Background: an optimization exercise with open tools, aiming at small area. Do not read the settings as production practice. Only simulation tests tie the RTL to the original design; equivalence was not proved. No activity file was given, so power comes from the tool's default toggle rates.

## flow/design.v (module list and top-level ports; edited modules follow where they fit)
// module hlcp_sync: 32 lines
// module serial_crc_ccitt: 105 lines
// module hlcp_master: 53 lines
// module hlcp_reg: 165 lines
// module hlcp_slv: 752 lines
// module hlcp_top: 148 lines
// module command_processor: 42 lines
// module state_machine: 471 lines
// module CMD_reciever: 77 lines
// module Linear_Save_Restore: 35 lines
// module Instruction_Decoder_Unit: 190 lines
// module TURN_ON_PWM: 38 lines
// module PWMC: 146 lines
module PWMC(
        sys_clk,             
        sys_resetb,          
        SCL,
        SDA,
        sda_in,
        scl_in,
        short_i_0,
        open_i_0,
        overheat_0,
        overvoltage_0,
        undervoltage_0,
        short_i_1,
        open_i_1,
        overheat_1,
        overvoltage_1,
        undervoltage_1,
        short_i_2,
        open_i_2,
        overheat_2,
        overvoltage_2,
        undervoltage_2,
        short_i_3,
        open_i_3,
        overheat_3,
        overvoltage_3,
        undervoltage_3,                
        DATA_Brightness_o,
        CTS,
        pwm_o
        );
  // ...
==> flow/flow/run.sh <==
#!/bin/bash
# The standard layout (standard.sh, with config.mk's settings) with two
# changes passed to the ORFS scripts through their own variables:
#  - the port buffers use the smallest buffer cell (sky130_fd_sc_hd__buf_1);
#  - clock tree synthesis inserts no dummy loads.
# standard.sh's full output (make and every ORFS step) goes to standard_flow.log
# here; ORFS keeps each step's own log under orfs/logs/.
set -euo pipefail
export BUFFER_PORTS_ARGS="-buffer_cell sky130_fd_sc_hd__buf_1"
export CTS_ARGS="-sink_clustering_enable -repair_clock_nets -buf_list sky130_fd_sc_hd__clkbuf_8 -sink_clustering_size 16 -sink_clustering_max_diameter 40 -dont_use_dummy_load"
bash standard.sh > standard_flow.log 2>&1
==> flow/standard.sh <==
#!/bin/bash
# synth_recipe.tcl (not shown) runs the flow's synth.tcl, then flattens the netlist and writes it again
# the make line also repeats each setting of config.mk as NAME=value (left out here)
make -C /OpenROAD-flow-scripts/flow DESIGN_CONFIG=/design/flow/config.mk WORK_HOME=/design/flow/orfs CLKGATE_MAP_FILE= SYNTH_SCRIPT=/design/flow/synth_recipe.tcl "${@:-finish}"
==> flow/config.mk <==
export PLATFORM = sky130hd
export DESIGN_NAME = PWMC
export DESIGN_NICKNAME = PWMC
export VERILOG_FILES = /design/flow/design.v
export SDC_FILE = /design/flow/constraint.sdc
export NUM_CORES = 4
export LEC_CHECK = 0
export ABC_AREA = 1
export CAP_MARGIN = 20
export CORE_MARGIN = 2
export CORE_UTILIZATION = 60
export CTS_BUF_LIST = sky130_fd_sc_hd__clkbuf_8
export CTS_CLUSTER_DIAMETER = 40
export CTS_CLUSTER_SIZE = 16
export PLACE_DENSITY = 0.7
export SLEW_MARGIN = 20
==> flow/constraint.sdc <==
create_clock -name core_clock -period 10.0 [get_ports {sys_clk}]
set_input_delay 2.0000 -clock core_clock [delete_from_list [all_inputs] [get_ports {sys_clk}]]
set_output_delay 2.0000 -clock core_clock [all_outputs]
set_load 0.01 [all_outputs]
==> impl_metrics.ini, run 1 <==
[outcome]
status = timing/DRC/antenna clean

[power_and_ir_drop]
intPower_uw = 5880
power.leakage_uw = 0.0287
highest_power_group = sequential cells
clock_network_power_consumption_uw = 3020

[finish]
clock_buffers = 154
n_all_inverters = 775
final_cell_mix = sky130_fd_sc_hd__nand2_1, sky130_fd_sc_hd__dfrtp_1, sky130_fd_sc_hd__inv_1

[synthesis]
synth_enable_flop_cells = 64
synth.cell_area_um2 = 57600
dominant_combinational_cell_family_by_area_after_synthesis = simple AND/OR/NAND/NOR gates
synth_fa_ha_area_frac = 0.0190
post_synth_main_area_contributors = sky130_fd_sc_hd__dfrtp_1, sky130_fd_sc_hd__nand2_1, sky130_fd_sc_hd__o21ai_0
simple_gate_portion_of_the_synthesized_area = 0.244

[job]
cap_violations = 0

[global_route]
grt_overflow_total = 0
first_pass_grt_wire_length_mm = 393
grtUsageMet3 = 0.233

[clock_network]
h-tree-depth = 4
number_of_sinks_handled_by_clock_tree_synthesis = 1087
cts_tree = done

[timing]
timing_max_transition_violations_final = 0
final.min_clock_period_ns = 7.85

[die]
floorplan.die.width_um = 314

[route]
wl_met2_mm = 111
post-route-drc-count = 0
routed_met1_length_mm = 92.7
firstDrtPassIters = 10

[worst_setup_path]
cell_family_contributing_the_most_delay_on_the_critical_path = simple AND/OR/NAND/NOR gates
setup.worst_path.class = reg2reg
==> run 2, diff against run 1 <==
--- a/flow/flow/run.sh
+++ b/flow/flow/run.sh
@@ -8,4 +8,4 @@
 set -euo pipefail
 export BUFFER_PORTS_ARGS="-buffer_cell sky130_fd_sc_hd__buf_1"
-export CTS_ARGS="-sink_clustering_enable -repair_clock_nets -buf_list sky130_fd_sc_hd__clkbuf_8 -sink_clustering_size 16 -sink_clustering_max_diameter 40 -dont_use_dummy_load"
+export CTS_ARGS="-sink_clustering_enable -repair_clock_nets -buf_list sky130_fd_sc_hd__clkbuf_8 -sink_clustering_size 12 -sink_clustering_max_diameter 60 -dont_use_dummy_load"
 bash standard.sh > standard_flow.log 2>&1
==> run 2 against run 1 <==
Effect of this change: still clean on timing, DRC and antenna; clock skew rose by 0.0046 ns; utilization fell by 0.62 points; clock power down 15%; critical path depth shrank 2; via count fell by 1.2%; clock-buffer cell count shrank 42; global-route usage decreased by 0.55 points; non-clock buffer count up 1; design area shrank 0.94%; routed wire length shrank 0.72%; total power fell by 5.6%; critical path type unchanged; largest cell class unchanged.
==> impl_metrics.ini, run 2 <==
[outcome]
status = timing/DRC/antenna clean

[synthesis]
post_synth_num_cell_types = 69
post_synth_main_area_contributors = sky130_fd_sc_hd__dfrtp_1, sky130_fd_sc_hd__nand2_1, sky130_fd_sc_hd__o21ai_0
synth-main-ff-cell = sky130_fd_sc_hd__dfrtp_1
syn_avg_cell_area_um2 = 7.83
synth_enable_flop_cells = 64
synth_top_area_frac = 0.422
simple_gate_portion_of_the_synthesized_area = 0.244
ys_seq_elements = 1087
synth.most_common_cell = sky130_fd_sc_hd__nand2_1
dominant_combinational_cell_family_by_area_after_synthesis = simple AND/OR/NAND/NOR gates
async_reset_ff_frac = 0.941
ys.warnings.count = 14
synth_xor_area_frac = 0.00517
post-synth-top-area-cell = sky130_fd_sc_hd__dfrtp_1
synth-compound-area-share = 0.175
synth_common_cells = sky130_fd_sc_hd__nand2_1, sky130_fd_sc_hd__dfrtp_1, sky130_fd_sc_hd__inv_1
synth_fa_ha_area_frac = 0.0190
synth.cell_area_um2 = 57600
syn-num-nets = 7502
synthesized_instance_count = 7361
synth_seq_area_share = 0.479
muxShareOfSynthArea = 0.000195

[die]
fp-row-count = 113
die_area_um2 = 98500
floorplan.die.width_um = 314
die_height_um = 314
initial_core_util = 0.606
boundaryPins = 283
core_area_um2 = 95000

[timing]
grt_setup_unrepaired = no
worst_rel_slew_slack = 0.131
timing.setup.tns_ns = 0
final.min_clock_period_ns = 7.76
timing_hold_violations_final = 0
clock_skew_ns = 0.0921
fmax_mhz = 129
layout_worst_path_cycle_share = 0.776
worst-slew-pin-transition_ns = 1.29
setup-violations-final = 0
timing_max_transition_violations_final = 0

[power_and_ir_drop]
intPower_uw = 5510
relative_contribution_of_combinational_cells_to_total_power = 0.046
p_clk_frac = 0.349
power.sequential.fraction = 0.605
power.leakage_uw = 0.0284
fin_total_pwr_uw = 7410
p_sw_uw = 1900
power_density_nw_per_um2 = 121
vdd_ir_drop_max_mv = 0.141
p_sw_frac = 0.256

[worst_setup_path]
timing.reg2reg.setup_slack_ns = 2.24
cp_common_cell = sky130_fd_sc_hd__nand2_1
reg2reg_depth = 30
worstReg2RegEnd = IDU.DATA_linear1[0]$_DFFE_PN0P_
timing_endpoint_of_the_critical_path = IDU.DATA_linear1[0]$_DFFE_PN0P_
timing.critical_path.to_type = flip-flop
critical_path.max_fanout = 45
critPathMaxStageDelay_ns = 0.97
required_ns = 10.72
critPathSlowestCell = sky130_fd_sc_hd__edfxtp_1
worstSetupStartpointType = flip-flop
setup.worst_path.class = reg2reg
cp_arrival_ns = 8.47

[route]
wl_mm = 273
post_drt_via_cell_ratio = 6.87
firstDrtPassIters = 10
post-route-drc-count = 0
drt_iter0_drc = 11900
drt-wirelength-per-cell_um = 31.1
ant_nets = 0
overall_via_count_from_detail_route = 60500

[placed_design]
place.port_buffers = 282
dp.final_hpwl_mm = 199
place.gp.congestion = 1.15

[clock_network]
cts-hold-fix-buffers = 0
clock_insertion_delay_worst_skew_ns = 0.91
cts_post_setup_buffers_inserted = 0
cts_inserted_buffers = 112
number_of_sinks_handled_by_clock_tree_synthesis = 1087
cts_tree = done
cts-root-buf = sky130_fd_sc_hd__clkbuf_8
cts_buffer_depth = 3
clk_pin_slew_worst_setup_hold_paths_ns = 0.08
h-tree-depth = 3
cts_repair_resize_count = 0

[finish]
share_of_post_route_cells_with_drive_strength_above_1 = 0.0633
flow.area_growth_from_synthesis_pct = 6.60
fill_cells = 7951
register_area_um2 = 27600
combined_area_of_the_multi_input_logic_cells_um2 = 25600
commonest_non_fill_non_tap_cell_in_the_layout = sky130_fd_sc_hd__nand2_1
nets = 7664
final_cell_mix = sky130_fd_sc_hd__nand2_1, sky130_fd_sc_hd__dfrtp_1, sky130_fd_sc_hd__inv_1

[min_path]
hp-class = reg2reg

[global_route]
first_pass_grt_wire_length_mm = 390
grt_overflow_total = 0
via_count_of_the_first_global_routing_pass = 56400
grt_max_degree = 204
grt_use_total = 0.549
number_of_antenna_violations_at_the_first_check_in_global_routing = 19

[job]
cap_violations = 0
run 2: stage by stage:
stage / area [µm²] / hold slack [ns] / util / worst slack, ns / std cells
CTS: 61300 / 0.358 / 0.645 / 2.58 / 8784
global route: 61400 / 0.364 / 0.646 / 1.79 / 8790
global placement: 59800 / 0.345 / 0.629 / 2.73 / 8672
detailed placement: 59800 / 0.347 / 0.629 / 2.63 / 8672
finish: 61400 / 0.357 / 0.646 / 2.24 / 8805
floorplan: 57600 / 0.345 / - / 5.03 / 7361
run 2: worst max-delay path, delay by kind of cell (launching register included):
| family | cells | cell delay [ns] |
|---|---|---|
| buffers and inverters | 2 | 0.89 |
| adders and majority gates | 2 | 0.84 |
| and+or+nand+nor | 21 | 4.16 |
| AOI/OAI and AO/OA | 5 | 0.70 |
| DFF | 1 | 0.97 |
run 2: cells by family after synthesis:
logic type | count (synthesis)
AOI/OAI and AO/OA | 1685
xor gates and xnor gates | 34
DFF | 1087
muxes | 1
buffers and inverters | 1135
adders and majority gates | 78
and+or+nand+nor | 3341
run 2: routing by layer:
layer	vias up	global-route usage	wire length (µm)
met1	28500	0.673	92200
met2	5710	0.768	111000
met5	-	0	75
met3	1497	0.210	41500
li1	24800	-	-
met4	12	0.453	29000
run 2: worst min-delay path by stage:
| stage | startpoint | end | slack [ns] | cells after the start |
|---|---|---|---|---|
| after global routing | Reciever.u_hlcp_sync.scl_in_rs$_DFF_PN1_ | flip-flop | 0.36 | 0 |
| after floorplan | flip-flop | flip-flop | 0.35 | 0 |
| after CTS | flip-flop | flip-flop | 0.36 | 0 |
| after detailed placement | flip-flop | flip-flop | 0.35 | 0 |
| after global placement | flip-flop | flip-flop | 0.35 | 0 |
| final | flip-flop | flip-flop | 0.36 | 0 |
run 2: area by class of cell:
type,instances,share of cell area
timing repair buffer,408,0.0339
multi-input combinational,5139,0.417
sequential,1087,0.449
antenna,19,0.000774
tap,1265,0.0258
clock buffer,112,0.0251
inverter,775,0.0478
run 2: power by group through the flow:
stage,Sequential (µW),Combinational (µW),Clock (µW)
after CTS,4480,326,2520
after detailed placement,4570,325,0
after global routing,4490,364,2690
final,4480,344,2580
after global placement,4570,323,0
after floorplan,4560,123,0
==> run 3, diff against run 2 <==
--- a/flow/config.mk
+++ b/flow/config.mk
@@ -9,8 +9,8 @@
 export CAP_MARGIN = 20
 export CORE_MARGIN = 2
-export CORE_UTILIZATION = 60
+export CORE_UTILIZATION = 70
 export CTS_BUF_LIST = sky130_fd_sc_hd__clkbuf_8
-export CTS_CLUSTER_DIAMETER = 40
-export CTS_CLUSTER_SIZE = 16
-export PLACE_DENSITY = 0.7
+export CTS_CLUSTER_DIAMETER = 60
+export CTS_CLUSTER_SIZE = 12
+export PLACE_DENSITY = 0.8
 export SLEW_MARGIN = 20
==> run 3 against run 2 <==
Effect of this change: design area is 0.49% lower; non-clock buffer count down 9; clock skew up 0.0039 ns; highest routed layer unchanged.
==> impl_metrics.ini, run 3 <==
[outcome]
status = timing/DRC/antenna clean

[die]
die_area_um2 = 84600
fp-row-count = 105
boundaryPins = 283
core_area_um2 = 81700
die_height_um = 291
initial_core_util = 0.705
floorplan.die.width_um = 291

[synthesis]
synth.most_common_cell = sky130_fd_sc_hd__nand2_1
post_synth_num_cell_types = 69
synth_common_cells = sky130_fd_sc_hd__nand2_1, sky130_fd_sc_hd__dfrtp_1, sky130_fd_sc_hd__inv_1
post-synth-top-area-cell = sky130_fd_sc_hd__dfrtp_1
post_synth_main_area_contributors = sky130_fd_sc_hd__dfrtp_1, sky130_fd_sc_hd__nand2_1, sky130_fd_sc_hd__o21ai_0
muxShareOfSynthArea = 0.000195
synth-main-ff-cell = sky130_fd_sc_hd__dfrtp_1
synthesized_instance_count = 7361
ys.warnings.count = 14
synth_enable_flop_cells = 64
synth_top_area_frac = 0.422
dominant_combinational_cell_family_by_area_after_synthesis = simple AND/OR/NAND/NOR gates
synth_fa_ha_area_frac = 0.0190
synth.cell_area_um2 = 57600
syn-num-nets = 7502
synth_xor_area_frac = 0.00517
synth_seq_area_share = 0.479
ys_seq_elements = 1087
synth-compound-area-share = 0.175
simple_gate_portion_of_the_synthesized_area = 0.244
async_reset_ff_frac = 0.941
syn_avg_cell_area_um2 = 7.83

[route]
firstDrtPassIters = 17
wl_met2_mm = 101
post-route-drc-count = 0
dr.max_layer_used = met5
overall_via_count_from_detail_route = 62100
route.met3.wl_mm = 46.4
ant_nets = 0
routed_met1_length_mm = 81.6
drt-wirelength-per-cell_um = 30.4
drt_iter0_drc = 12900
wl_mm = 262
post_drt_via_cell_ratio = 7.21

[finish]
final_cell_mix = sky130_fd_sc_hd__nand2_1, sky130_fd_sc_hd__dfrtp_1, sky130_fd_sc_hd__inv_1
nets = 7652
final_design_area_no_fill_um2 = 61100
flow.area_growth_from_synthesis_pct = 6.07
commonest_non_fill_non_tap_cell_in_the_layout = sky130_fd_sc_hd__nand2_1
share_of_post_route_cells_with_drive_strength_above_1 = 0.0618

[power_and_ir_drop]
power.leakage_uw = 0.0283
power.sequential.fraction = 0.609
intPower_uw = 5490
p_sw_uw = 1880
power_density_nw_per_um2 = 120
p_clk_frac = 0.346
vdd_ir_drop_max_mv = 0.126
relative_contribution_of_combinational_cells_to_total_power = 0.045
p_sw_frac = 0.255

[clock_network]
cts_inserted_buffers = 109
clock_insertion_delay_worst_skew_ns = 0.83
clk_pin_slew_worst_setup_hold_paths_ns = 0.08
number_of_sinks_handled_by_clock_tree_synthesis = 1087
cts_post_setup_buffers_inserted = 0
cts_repair_resize_count = 0
cts_buffer_depth = 3
h-tree-depth = 3
cts-root-buf = sky130_fd_sc_hd__clkbuf_8
cts-hold-fix-buffers = 0
cts_tree = done

[global_route]
via_count_of_the_first_global_routing_pass = 57300
grt_max_degree = 166
grt_overflow_total = 0
number_of_antenna_violations_at_the_first_check_in_global_routing = 33
first_pass_grt_wire_length_mm = 382
grt_use_total = 0.617

[timing]
setup-violations-final = 0
layout_worst_path_cycle_share = 0.804
final.min_clock_period_ns = 8.04
timing.setup.tns_ns = 0
timing_hold_violations_final = 0
worst-slew-pin-transition_ns = 1.43
worst_rel_slew_slack = 0.0378
clock_skew_ns = 0.0960
timing_max_transition_violations_final = 0
grt_setup_unrepaired = no
fmax_mhz = 124

[worst_setup_path]
worstReg2RegEnd = IDU.DATA_linear1[7]$_DFFE_PN0P_
reg2reg_depth = 30
timing.critical_path.to_type = flip-flop
cp_common_cell = sky130_fd_sc_hd__nand2_1
worstSetupStartpointType = flip-flop
critical_path.max_fanout = 45
timing.reg2reg.setup_slack_ns = 1.96
cp_arrival_ns = 8.67
setup.worst_path.class = reg2reg
required_ns = 10.63
critPathMaxStageDelay_ns = 0.86
critPathSlowestCell = sky130_fd_sc_hd__edfxtp_1

[placed_design]
dp.final_hpwl_mm = 186
place.port_buffers = 282
place_area_um2 = 59400
place.gp.congestion = 1.25

[min_path]
hp-class = reg2reg
holdCritStartpoint = Reciever.u_hlcp_sync.scl_in_rs$_DFF_PN1_
min_delay_path_depth = 0

[job]
cap_violations = 0
==> run 3: cell counts after synthesis <==
Identical to the previous run, type by type.
==> run 3: worst max path at each step <==
stage | from | to | slack, ns | cells after the start
final | flip-flop | IDU.DATA_linear1[7]$_DFFE_PN0P_ | 1.96 | 30
after detailed placement | flip-flop | IDU.DATA_linear0[2]$_DFFE_PN0P_ | 2.50 | 35
after floorplan | flip-flop | IDU.DATA_linear0[2]$_DFFE_PN0P_ | 5.03 | 34
after global placement | flip-flop | IDU.DATA_linear1[0]$_DFFE_PN0P_ | 2.65 | 30
after global routing | flip-flop | IDU.DATA_linear1[5]$_DFFE_PN0P_ | 1.60 | 30
after CTS | flip-flop | IDU.DATA_linear1[3]$_DFFE_PN0P_ | 2.42 | 30
==> run 3: cell families after synthesis <==
kind of cell	Yosys count
adders and majority gates	78
buffers and inverters	1135
AOI/OAI and AO/OA	1685
muxes	1
and+or+nand+nor	3341
xor gates and xnor gates	34
DFF	1087
==> run 3: final cells by class <==
type | count | area, µm²
antenna | 34 | 85.1
clock buffer | 109 | 1500
fill | 5994 | 20600
inverter | 775 | 2930
multi-input combinational | 5139 | 25600
sequential | 1087 | 27600
tap | 1070 | 1340
timing repair buffer | 399 | 2030
==> run 3: metal layers <==
metal / global-route usage / up-vias
met3: 0.316 / 2065
met2: 0.825 / 6759
met5: 0.0771 / -
li1: - / 24800
met4: 0.538 / 26
met1: 0.718 / 28500
==> run 3: power groups by stage <==
stage,logic (µW),registers [µW],clock network [µW]
global route,350,4490,2640
floorplan,123,4560,0
finish,331,4480,2550
global placement,301,4570,0
CTS,307,4480,2460
detailed placement,306,4570,0
==> run 3: critical path: cells and delay by family (launching register included) <==
| family | cells | cell delay, ns |
|---|---|---|
| buffers and inverters | 2 | 0.86 |
| and+or+nand+nor | 21 | 4.50 |
| adders and majority gates | 2 | 0.83 |
| AOI/OAI and AO/OA | 5 | 0.72 |
| DFF | 1 | 0.86 |
==> run 3: through the flow <==
stage	worst slack, ns	instances	hold slack [ns]	total power (µW)	util
2_1_floorplan	5.03	7361	0.345	4690	-
3_3_place_gp	2.65	8461	0.345	4870	0.727
3_5_place_dp	2.50	8461	0.349	4880	0.727
4_1_cts	2.42	8570	0.351	7250	0.745
5_1_grt	1.60	8583	0.349	7480	0.747
6_report	1.96	8613	0.348	7360	0.748
==> run 4, diff against run 3 <==
--- a/flow/flow/run.sh
+++ b/flow/flow/run.sh
@@ -8,4 +8,4 @@
 set -euo pipefail
 export BUFFER_PORTS_ARGS="-buffer_cell sky130_fd_sc_hd__buf_1"
-export CTS_ARGS="-sink_clustering_enable -repair_clock_nets -buf_list sky130_fd_sc_hd__clkbuf_8 -sink_clustering_size 12 -sink_clustering_max_diameter 60 -dont_use_dummy_load"
+export CTS_ARGS="-sink_clustering_enable -repair_clock_nets -buf_list sky130_fd_sc_hd__clkbuf_8 -sink_clustering_size 12 -sink_clustering_max_diameter 80 -dont_use_dummy_load"
 bash standard.sh > standard_flow.log 2>&1
--- a/flow/config.mk
+++ b/flow/config.mk
@@ -9,8 +9,8 @@
 export CAP_MARGIN = 20
 export CORE_MARGIN = 2
-export CORE_UTILIZATION = 70
+export CORE_UTILIZATION = 60
 export CTS_BUF_LIST = sky130_fd_sc_hd__clkbuf_8
-export CTS_CLUSTER_DIAMETER = 60
+export CTS_CLUSTER_DIAMETER = 80
 export CTS_CLUSTER_SIZE = 12
-export PLACE_DENSITY = 0.8
+export PLACE_DENSITY = 0.7
 export SLEW_MARGIN = 20
==> run 4 against run 3 <==
Effect of this change: total power is 0.31% lower; clock power is 2% lower; via count is 2.3% lower; critical path depth stayed put; sequential cell count stayed put; clock-buffer cell count is 6 lower; largest cell class unchanged; highest routed layer unchanged.
==> impl_metrics.ini, run 4 <==
[synthesis]
syn-num-nets = 7502
synth_common_cells = sky130_fd_sc_hd__nand2_1, sky130_fd_sc_hd__dfrtp_1, sky130_fd_sc_hd__inv_1
synth.cell_area_um2 = 57600
synth_seq_area_share = 0.479
ys_seq_elements = 1087
post_synth_main_area_contributors = sky130_fd_sc_hd__dfrtp_1, sky130_fd_sc_hd__nand2_1, sky130_fd_sc_hd__o21ai_0
async_reset_ff_frac = 0.941
synth.most_common_cell = sky130_fd_sc_hd__nand2_1
post_synth_num_cell_types = 69
synth_top_area_frac = 0.422
synthesized_instance_count = 7361
syn_avg_cell_area_um2 = 7.83
ys.warnings.count = 14
post-synth-top-area-cell = sky130_fd_sc_hd__dfrtp_1
synth_enable_flop_cells = 64
synth-main-ff-cell = sky130_fd_sc_hd__dfrtp_1

[die]
die_height_um = 314
fp-row-count = 113
core_area_um2 = 95000
floorplan.die.width_um = 314
die_area_um2 = 98500
boundaryPins = 283
initial_core_util = 0.606

[clock_network]
clk_pin_slew_worst_setup_hold_paths_ns = 0.08
cts_tree = done
h-tree-depth = 3
cts_post_setup_buffers_inserted = 0
cts_buffer_depth = 3
cts-hold-fix-buffers = 0
clock_insertion_delay_worst_skew_ns = 0.89
cts_repair_resize_count = 0
cts_inserted_buffers = 103
number_of_sinks_handled_by_clock_tree_synthesis = 1087
cts-root-buf = sky130_fd_sc_hd__clkbuf_8

[timing]
worst_hold_slack_ns = 0.358
fmax_mhz = 128
timing.setup.tns_ns = 0
worst_rel_slew_slack = 0.130
grt_setup_unrepaired = no
clock_skew_ns = 0.0692
final.min_clock_period_ns = 7.80
timing_hold_violations_final = 0
layout_worst_path_cycle_share = 0.780
timing_max_transition_violations_final = 0
setup-violations-final = 0
worst-slew-pin-transition_ns = 1.29

[job]
cap_violations = 0

[global_route]
first_pass_grt_wire_length_mm = 392
gr-usage-met1 = 0.668
number_of_antenna_violations_at_the_first_check_in_global_routing = 23
grt_use_total = 0.552
via_count_of_the_first_global_routing_pass = 56600
grt_max_degree = 204
grt_util_met2 = 0.771
grt_overflow_total = 0
grtUsageMet3 = 0.228
globalRoute.busiestLayer = met2

[worst_setup_path]
timing.critical_path.buf_inv = 5
worstSetupStartpointType = flip-flop
cp_common_cell = sky130_fd_sc_hd__nand2_1
cp_arrival_ns = 8.57
setup.worst_path.class = reg2reg
critPathSlowestCell = sky130_fd_sc_hd__edfxtp_1
critPathMaxStageDelay_ns = 0.78
required_ns = 10.77
timing.critical_path.to_type = flip-flop
cell_family_contributing_the_most_delay_on_the_critical_path = simple AND/OR/NAND/NOR gates
critical_path.max_fanout = 42

[power_and_ir_drop]
relative_contribution_of_combinational_cells_to_total_power = 0.047
power.sequential.fraction = 0.611
p_sw_uw = 1900
p_sw_frac = 0.259
fin_total_pwr_uw = 7340
vdd_ir_drop_max_mv = 0.145
intPower_uw = 5440
power_density_nw_per_um2 = 120
power.leakage_uw = 0.0283
p_clk_frac = 0.342

[route]
drt_iter0_drc = 11800
wl_mm = 276
post_drt_via_cell_ratio = 6.90
post-route-drc-count = 0
firstDrtPassIters = 14
ant_nets = 0
overall_via_count_from_detail_route = 60700
drt-wirelength-per-cell_um = 31.3

[finish]
final_cell_mix = sky130_fd_sc_hd__nand2_1, sky130_fd_sc_hd__dfrtp_1, sky130_fd_sc_hd__inv_1
flow.area_growth_from_synthesis_pct = 6.44
fill_cells = 7973
nets = 7656
commonest_non_fill_non_tap_cell_in_the_layout = sky130_fd_sc_hd__nand2_1
share_of_post_route_cells_with_drive_strength_above_1 = 0.0624

[placed_design]
dp.final_hpwl_mm = 199
place.port_buffers = 282
place.gp.congestion = 1.15

[outcome]
status = timing/DRC/antenna clean

[min_path]
hp-class = reg2reg
==> run 4: area by class of cell <==
| cell class | count | area, µm² | area share |
|---|---|---|---|
| multi-input combinational | 5139 | 25600 | 0.418 |
| tap | 1265 | 1580 | 0.0258 |
| inverter | 775 | 2930 | 0.0478 |
| clock buffer | 103 | 1420 | 0.0231 |
| antenna | 22 | 55.1 | 0.000898 |
| sequential | 1087 | 27600 | 0.450 |
| timing repair buffer | 409 | 2110 | 0.0344 |
==> run 4: worst reg2reg max path, delay by kind of cell (launching register included) <==
kind                     cells  cell delay (ns)
AND/OR/NAND/NOR             18             3.55
buffers and inverters        5             1.31
AO/OA/AOI/OAI                5             1.19
adder cells (fa/ha/maj)      2             0.86
flip-flops                   1             0.78
==> run 4: kinds of logic after synthesis <==
logic type	after synthesis	share of synthesized area
simple gates	3341	0.244
compound gates	1685	0.175
buf+inv	1135	0.0777
flops	1087	0.479
fa+ha+maj	78	0.0190
xor+xnor	34	0.00517
mux	1	0.000195
==> run 4: power by group through the flow <==
stage / sequential, µW / combinational (µW) / clock, µW
3_3_place_gp: 4570 / 323 / 0
6_report: 4480 / 347 / 2510
2_1_floorplan: 4560 / 123 / 0
3_5_place_dp: 4570 / 325 / 0
5_1_grt: 4490 / 367 / 2610
4_1_cts: 4480 / 326 / 2430
==> run 4: path summary, 6_finish.rpt <==
| kind | from | endpoint | slack (ns) | cells past startpoint |
|---|---|---|---|---|
| max | flip-flop | IDU.DATA_linear0[5]$_DFFE_PN0P_ | 2.20 | 30 |
| min | flip-flop | flip-flop | 0.36 | 0 |
| max reg2reg | flip-flop | IDU.DATA_linear0[5]$_DFFE_PN0P_ | 2.20 | 30 |
| min reg2reg | flip-flop | flip-flop | 0.36 | 0 |
| max in group asynchronous | sys_resetb | IDU.prev_pwm[32]$_DFFE_PN0P_ | 6.15 | 4 |
| min in group asynchronous | sys_resetb | asynchronous set/reset pin | 1.07 | 1 |
==> run 4: metrics by stage <==
| step | cell area, µm² | utilization | instances | setup slack, ns |
|---|---|---|---|---|
| 2_1_floorplan | 57600 | - | 7361 | 5.03 |
| 3_3_place_gp | 59800 | 0.629 | 8672 | 2.73 |
| 3_5_place_dp | 59800 | 0.629 | 8672 | 2.63 |
| 4_1_cts | 61200 | 0.644 | 8775 | 2.58 |
| 5_1_grt | 61300 | 0.645 | 8782 | 1.77 |
| 6_report | 61300 | 0.645 | 8800 | 2.20 |
==> run 4: layer usage <==
| metal | vias up | part of all wire |
|---|---|---|
| met3 | 1604 | 0.15 |
| met5 | - | 0.0014 |
| met4 | 24 | 0.11 |
| met1 | 28500 | 0.33 |
| li1 | 24800 | - |
| met2 | 5799 | 0.40 |
==> run 5, diff against run 4 <==
==> flow/run.sh (new file) <==
#!/bin/bash
# synth_recipe.tcl (not shown) runs the flow's synth.tcl, then flattens the netlist and writes it again
# the make line also repeats each setting of config.mk as NAME=value (left out here)
make -C /OpenROAD-flow-scripts/flow DESIGN_CONFIG=/design/flow/config.mk WORK_HOME=/design/flow/orfs CLKGATE_MAP_FILE= SYNTH_SCRIPT=/design/flow/synth_recipe.tcl finish
--- a/flow/config.mk
+++ b/flow/config.mk
@@ -11,6 +11,6 @@
 export CORE_UTILIZATION = 60
 export CTS_BUF_LIST = sky130_fd_sc_hd__clkbuf_8
-export CTS_CLUSTER_DIAMETER = 80
-export CTS_CLUSTER_SIZE = 12
+export CTS_CLUSTER_DIAMETER = 40
+export CTS_CLUSTER_SIZE = 16
 export PLACE_DENSITY = 0.7
 export SLEW_MARGIN = 20
removed: flow/flow/run.sh
removed: flow/standard.sh
==> run 5 against run 4 <==
Effect of this change: maximum frequency decreased by 9.8%; highest routed layer unchanged; first-iteration DRC count is 5.4% higher; largest power group unchanged; utilization up 3.9 points; total power grew 21%; via count is 3.1% higher.
==> impl_metrics.ini, run 5 <==
[timing]
worst-slew-pin-transition_ns = 1.33
final.min_clock_period_ns = 8.64
grt_setup_unrepaired = no
clock_skew_ns = 0.0544
timing.setup.tns_ns = 0
fmax_mhz = 116
worst_rel_slew_slack = 0.115
worst_hold_slack_ns = 0.342
layout_worst_path_cycle_share = 0.864
timing_max_transition_violations_final = 0
setup-violations-final = 0
timing_hold_violations_final = 0

[finish]
final_cell_mix = sky130_fd_sc_hd__nand2_1, sky130_fd_sc_hd__dfrtp_1, sky130_fd_sc_hd__inv_1
commonest_non_fill_non_tap_cell_in_the_layout = sky130_fd_sc_hd__nand2_1
register_area_um2 = 27600
final_design_area_no_fill_um2 = 65000
combined_area_of_the_multi_input_logic_cells_um2 = 25600
fill_cells = 7281
nets = 7702
share_of_post_route_cells_with_drive_strength_above_1 = 0.0801
flow.area_growth_from_synthesis_pct = 12.9

[synthesis]
synth_enable_flop_cells = 64
post-synth-top-area-cell = sky130_fd_sc_hd__dfrtp_1
post_synth_num_cell_types = 69
synth.most_common_cell = sky130_fd_sc_hd__nand2_1
synthesized_instance_count = 7361
post_synth_main_area_contributors = sky130_fd_sc_hd__dfrtp_1, sky130_fd_sc_hd__nand2_1, sky130_fd_sc_hd__o21ai_0
synth_seq_area_share = 0.479
syn_avg_cell_area_um2 = 7.83
ys_seq_elements = 1087
synth_common_cells = sky130_fd_sc_hd__nand2_1, sky130_fd_sc_hd__dfrtp_1, sky130_fd_sc_hd__inv_1
synth_top_area_frac = 0.422
ys.warnings.count = 14
synth-main-ff-cell = sky130_fd_sc_hd__dfrtp_1
async_reset_ff_frac = 0.941
synth.cell_area_um2 = 57600
syn-num-nets = 7502

[worst_setup_path]
worstReg2RegEnd = IDU.DATA_linear0[7]$_DFFE_PN0P_
timing.reg2reg.setup_slack_ns = 1.36
critPathSlowestCell = sky130_fd_sc_hd__edfxtp_1
cp_arrival_ns = 9.50
required_ns = 10.86
critical_path.max_fanout = 42
timing.critical_path.to_type = flip-flop
setup.worst_path.class = reg2reg
timing_endpoint_of_the_critical_path = IDU.DATA_linear0[7]$_DFFE_PN0P_
reg2reg_depth = 37
cp_common_cell = sky130_fd_sc_hd__nand2_1
worstSetupStartpointType = flip-flop
critPathMaxStageDelay_ns = 0.98

[route]
drt-wirelength-per-cell_um = 31.6
wl_mm = 283
drt_iter0_drc = 12400
firstDrtPassIters = 12
ant_nets = 0
post_drt_via_cell_ratio = 6.98
post-route-drc-count = 0
overall_via_count_from_detail_route = 62600

[clock_network]
clock_insertion_delay_worst_skew_ns = 0.93
cts-root-buf = sky130_fd_sc_hd__clkbuf_8
number_of_sinks_handled_by_clock_tree_synthesis = 1087
cts_tree = done
cts-hold-fix-buffers = 0
h-tree-depth = 4
clk_pin_slew_worst_setup_hold_paths_ns = 0.10
cts_repair_resize_count = 0
cts_inserted_buffers = 151
cts_buffer_depth = 3
cts_post_setup_buffers_inserted = 0

[die]
fp-row-count = 113
die_height_um = 314
boundaryPins = 283
die_area_um2 = 98500
initial_core_util = 0.606
core_area_um2 = 95000
floorplan.die.width_um = 314

[global_route]
number_of_antenna_violations_at_the_first_check_in_global_routing = 26
grt_overflow_total = 0
via_count_of_the_first_global_routing_pass = 59300
grt_use_total = 0.572
first_pass_grt_wire_length_mm = 407
grt_max_degree = 215

[placed_design]
place.port_buffers = 282
place.gp.congestion = 1.14
dp.final_hpwl_mm = 199
place_area_um2 = 61500

[power_and_ir_drop]
power_density_nw_per_um2 = 137
fin_total_pwr_uw = 8890
vdd_ir_drop_max_mv = 0.145
power.leakage_uw = 0.0300

[min_path]
min_delay_path_depth = 0
hp-class = reg2reg
holdCritStartpoint = Reciever.u_hlcp_sync.sda_in_rs$_DFF_PN1_

[outcome]
status = timing/DRC/antenna clean

[job]
cap_violations = 0
-- run 5: cell counts after synthesis --
Identical to the previous run, type by type.
-- run 5: cell families after synthesis --
group | count (synthesis) | synth area share
compound gates | 1685 | 0.175
xor+xnor | 34 | 0.00517
fa+ha+maj | 78 | 0.0190
buf+inv | 1135 | 0.0777
flops | 1087 | 0.479
mux | 1 | 0.000195
simple gates | 3341 | 0.244
-- run 5: power by group --
part	internal, µW	leakage, µW	switching (µW)
clock	2000	0.00175	2040
sequential	4470	0.0146	20.6
combinational	78.2	0.0137	283
total	6540	0.0300	2340
-- run 5: through the flow --
stage,util,setup WS (ns),cells
floorplan,-,5.03,7361
global placement,0.647,2.50,8665
detailed placement,0.647,2.34,8667
CTS,0.683,2.32,8939
global route,0.684,1.20,8946
finish,0.685,1.36,8965
-- run 5: cell type report --
class / instances / area share
antenna: 20 / 0.000769
clock buffer: 167 / 0.0353
clock inverter: 105 / 0.0169
inverter: 775 / 0.0451
multi-input combinational: 5139 / 0.394
sequential: 1087 / 0.424
tap: 1265 / 0.0243
timing repair buffer: 407 / 0.0593
-- run 5: critical path, delay by kind of cell (launching register included) --
family / cells / cell delay, ns
AOI/OAI and AO/OA: 7 / 1.27
adders and majority gates: 2 / 0.91
buffers and inverters: 6 / 1.51
DFF: 1 / 0.98
and+or+nand+nor: 22 / 3.89
-- run 5: how the worst min path moves through the flow --
stage                            to  slack (ns)
after floorplan           flip-flop        0.35
after global placement    flip-flop        0.35
after detailed placement  flip-flop        0.35
after CTS                 flip-flop        0.34
after global routing      flip-flop        0.33
final                     flip-flop        0.34
-- run 5: per-layer routing --
metal | vias up | routed length (µm) | GRT usage
met5 | - | 195 | 0
met3 | 1965 | 44600 | 0.250
met1 | 29100 | 91700 | 0.676
met2 | 6516 | 115000 | 0.801
li1 | 25000 | - | -
met4 | 20 | 31700 | 0.480

-- static timing again, ports no longer ideal --
Ports are ideal in the flow. The routed layouts listed here were re-timed in OpenROAD. Step 1 (the two cells are an assumption about what drives the block):
set clk [get_ports {sys_clk}]
set_driving_cell -lib_cell sky130_fd_sc_hd__clkbuf_16 $clk
set_driving_cell -lib_cell sky130_fd_sc_hd__buf_2 [delete_from_list [all_inputs] $clk]
Step 2 adds t to the input delays and takes it off the output delays; t is the mean of the earliest and latest rising clock arrival at the registers after step 1. Input paths then give back, and output paths get back, about the clock's delay inside the block. Slacks: ideal / step 1 / step 2; pairs: ideal / step 1.
run | shift t [ns] | slack for setup (ns) | worst setup path after step 2
run 1 | 0.947 | 2.154 / 2.154 / 2.154 | register to register
run 2 | 0.952 | 2.244 / 2.244 / 2.244 | register to register
run 3 | 0.856 | 1.957 / 1.957 / 1.957 | register to register
run 4 | 0.931 | 2.204 / 2.204 / 2.204 | register to register
run 5 | 0.986 | 1.358 / 1.358 / 1.358 | register to register
After both steps every run listed still meets setup and hold.
